Context: an optimization exercise on an open-source flow, tuned for small area, a short achievable clock period and few clock cycles per item. The choices shown serve that exercise and are no tape-out recipe. Only simulation tests tie the RTL to the original design; equivalence was not proved. No activity file was given, so power comes from the tool's default toggle rates.

run D:
## srt_4_div
module srt_4_div#(
parameter DW = 32)(
input 				clk,
input 				rst_n,
input				start,
input[DW-1:0]		dividend,
input[DW-1:0] 		divisor,
output[DW-1:0] 		quotient,
output[DW-1:0] 		reminder,
output				divfinish,
output				diverror
);
reg st_prep, st_iter, st_fin;
reg [DW-1:0] r_reg;      
reg [DW-1:0] d_reg;      
reg [DW-1:0] q_reg;      
reg [4:0]    cnt;        
reg [4:0]    lza_reg, lzd_reg;
reg          dz_reg;
wire [4:0]    lz_a, lz_d;
wire          early;
wire [4:0]    k;
wire [DW-1:0] d_shl;
pre_processing u1 (
	.dividend(dividend),
	.divisor(divisor),
	.lz_a(lz_a),
	.lz_d(lz_d),
	.early(early),
	.lza_reg(lza_reg),
	.lzd_reg(lzd_reg),
	.d(d_reg),
	.k(k),
	.d_shl(d_shl)
);
wire [DW-1:0] diff;
wire          q_bit;
sub_bk u4 (
	.a(r_reg),
	.b(d_reg),
	.diff(diff),
	.ge(q_bit)
);
wire last = (cnt == 5'd0);
wire idle = ~(st_prep | st_iter | st_fin);
always @(posedge clk, negedge rst_n)
begin
	if (!rst_n) begin
		st_prep <= 1'b0;
		st_iter <= 1'b0;
		st_fin  <= 1'b0;
	end else begin
		st_prep <= start & ~early;
		st_iter <= st_prep | (st_iter & ~last);
		st_fin  <= (start & early) | (st_iter & last);
	end
end
always @(posedge clk)
begin
	lza_reg <= lz_a;
	lzd_reg <= lz_d;
	if (idle | (st_iter & q_bit))
		r_reg <= idle ? dividend : diff;
	if (idle)
		d_reg <= divisor;
	else if (st_prep)
		d_reg <= d_shl;
	else
		d_reg <= {1'b0, d_reg[DW-1:1]};
	q_reg <= idle ? {DW{1'b0}} : {q_reg[DW-2:0], q_bit & st_iter};
	cnt <= st_prep ? k : cnt - 5'd1;
	if (idle)
		dz_reg <= ~|divisor;
end
assign quotient  = q_reg;
assign reminder  = r_reg;
assign divfinish = st_fin;
assign diverror  = dz_reg;
endmodule
==> flow/config.mk <==
export PLATFORM = sky130hd
export DESIGN_NAME = srt_4_div
export DESIGN_NICKNAME = srt_4_div
export VERILOG_FILES = /design/flow/design.v
export SDC_FILE = /design/flow/constraint.sdc
export NUM_CORES = 4
export LEC_CHECK = 0
export CAP_MARGIN = 20
export CORE_MARGIN = 2
export CORE_UTILIZATION = 60
export CTS_BUF_LIST = sky130_fd_sc_hd__clkbuf_4
export SLEW_MARGIN = 20
==> flow/constraint.sdc <==
create_clock -name core_clock -period 10.0 [get_ports {clk}]
set_input_delay 2.0000 -clock core_clock [delete_from_list [all_inputs] [get_ports {clk}]]
set_output_delay 2.0000 -clock core_clock [all_outputs]
set_load 0.01 [all_outputs]
standard.sh (not shown) runs the stock make flow with config.mk's settings and CLKGATE_MAP_FILE= SYNTH_SCRIPT=/design/flow/synth_recipe.tcl, a recipe that flattens the netlist after the stock synthesis.
==> flow/flow/run.sh <==
#!/bin/bash
# Standard ORFS layout (the standard.sh) with extra make variables, one
# per line in flow/args.txt: e.g. a setup repair margin aimed past the clock
# period, and the cell used for the port buffers.
set -euo pipefail
HERE=$(dirname "$0")
mapfile -t EXTRA < <(grep -v '^\s*$' "$HERE/args.txt")
bash standard.sh "${EXTRA[@]}" finish > make_finish.log 2>&1
==> flow/flow/args.txt <==
SETUP_SLACK_MARGIN=6.8
BUFFER_PORTS_ARGS=-buffer_cell sky130_fd_sc_hd__buf_1
Testbench counts of run D, summed over its fixed seeds: cycles 27,282, divisions 3,200.
Edits applied to the flow inputs when going from run D to run E:
- CTS_BUF_LIST changed from sky130_fd_sc_hd__clkbuf_4 to sky130_fd_sc_hd__clkbuf_8
==> flow/flow/args.txt <==
SETUP_SLACK_MARGIN=6.5
BUFFER_PORTS_ARGS=-buffer_cell sky130_fd_sc_hd__buf_1
--- outcome ---
- Per the final summary, run E finished and its layout is clean on timing, DRC and antenna.
- Run D leaves more setup margin than run E.
- Run E against run D; design area is down slightly.
- Between run D and run E, the ratio of routed vias to standard cells is lower for run E.

========
srt_4_div again, from the RTL that the note above started with.
Design srt_4_div, start of the top module:
module srt_4_div#(
parameter DW = 32)(
input 				clk,
input 				rst_n,
input				start,
input[DW-1:0]		dividend,
input[DW-1:0] 		divisor,
output[DW-1:0] 		quotient,
output[DW-1:0] 		reminder,
output				divfinish,
output				diverror
);
Settings: LEC_CHECK=0, CAP_MARGIN=20, CORE_MARGIN=2, CORE_UTILIZATION=60, SLEW_MARGIN=20; clock period 10.0 ns.
==> flow/flow/args.txt <==
SETUP_SLACK_MARGIN=6.8
BUFFER_PORTS_ARGS=-buffer_cell sky130_fd_sc_hd__buf_1
Scripts as last shown in full above: flow/flow/run.sh
The baseline finished clean.
Testbench counts at the start, summed over its fixed seeds: cycles 27,282, divisions 3,200.
==> next run, changes <==
==> flow/flow/args.txt (replaced) <==
SETUP_SLACK_MARGIN=6.5
BUFFER_PORTS_ARGS=-buffer_cell sky130_fd_sc_hd__buf_1
Flip-flop and latch count does not change. Routed wire length falls by a little under a tenth. Register-to-register slack is worse by 0.14 ns. Final cell count shrinks slightly. Synthesized cell count is unchanged.

========
srt_4_div, a different RTL version from the one above (not shown whole).
For scale: roughly 130 I/O pins, about 7900 µm² of cells after synthesis.
clock: 10.0 ns
lec_check: 0
cap_margin: 20
core_margin: 2
core_utilization: 60
cts_buf_list: sky130_fd_sc_hd__clkbuf_8
slew_margin: 20
==> flow/flow/args.txt <==
SETUP_SLACK_MARGIN=7.0
BUFFER_PORTS_ARGS=-buffer_cell sky130_fd_sc_hd__buf_1
Scripts as last shown in full above: flow/flow/run.sh
The starting point completed without violations.
Testbench counts at the start, summed over its fixed seeds: cycles 27,282, divisions 3,200.
==> next run, changes <==
==> flow/flow/args.txt (replaced) <==
SETUP_SLACK_MARGIN=6.8
BUFFER_PORTS_ARGS=-buffer_cell sky130_fd_sc_hd__buf_1
- CORE_UTILIZATION: 60 -> 65
- power falls by 3.9%
- routed wire length fell by about 3.7%
- via count decreases by 1.2%
==> next run, changes <==
==> flow/flow/args.txt (replaced) <==
SETUP_SLACK_MARGIN=6.8
BUFFER_PORTS_ARGS=-buffer_cell sky130_fd_sc_hd__buf_1
RECOVER_POWER=100
- CORE_UTILIZATION: 65 -> 60
=>
- This time the run completed, yet does not pass: capacitance limit, slew limit
- worst setup slack degrades by 2700 ps
- count of clock-buffer cells in the layout decreases by 1
- design area shrinks by 0.53%
- wire length rose by 1.4%
- via count decreases by 1.1%
- utilization came out lower by 5.3 points

==> static timing again, ports no longer ideal <==
In the flow no input, the clock included, has a driving cell. The finished layouts below were timed again as built, in two steps.
Step 1 sets driving cells, clkbuf_16 on the clock port and buf_2 on the other inputs (assumed; they add their load-dependent delay and slew).
Step 2 times the ports against the registers' clock, not the clock port: input delays grow and output delays shrink by t, the midpoint of the rising clock arrivals with the driver on.
Slacks: ideal / step 1 / step 2; pairs: ideal / step 1.
run | t, ns | setup WS [ns] | worst hold slack (ns) | clock arrival spread, ns | worst register clock-pin slew, ns
run D | 0.579 | 6.719 / 6.702 / 6.211 | 0.462 / 0.462 / 0.462 | 0.019 / 0.020 | 0.12 / 0.12
run E | 0.490 | 6.632 / 6.632 / 6.181 | 0.453 / 0.453 / 0.453 | 0.014 / 0.013 | 0.08 / 0.08
the first run of note 2 | 0.464 | 6.794 / 6.788 / 6.367 | 0.450 / 0.450 / 0.450 | 0.012 / 0.011 | 0.06 / 0.06
the second run of note 2 | 0.469 | 6.618 / 6.643 / 6.174 | 0.449 / 0.449 / 0.449 | 0.015 / 0.015 | 0.06 / 0.06
the first run of note 3 | 0.483 | 6.778 / 6.778 / 6.407 | 0.458 / 0.458 / 0.458 | 0.013 / 0.013 | 0.08 / 0.08
the second run of note 3 | 0.495 | 6.791 / 6.764 / 6.323 | 0.461 / 0.461 / 0.461 | 0.013 / 0.014 | 0.08 / 0.08
the third run of note 3 | 0.499 | 4.053 / 4.053 / 4.053 | 0.456 / 0.456 / 0.456 | 0.014 / 0.014 | 0.09 / 0.09
The setup slack of run D, which loses most, moves by -0.017 ns with the drivers and by -0.508 ns with both steps.
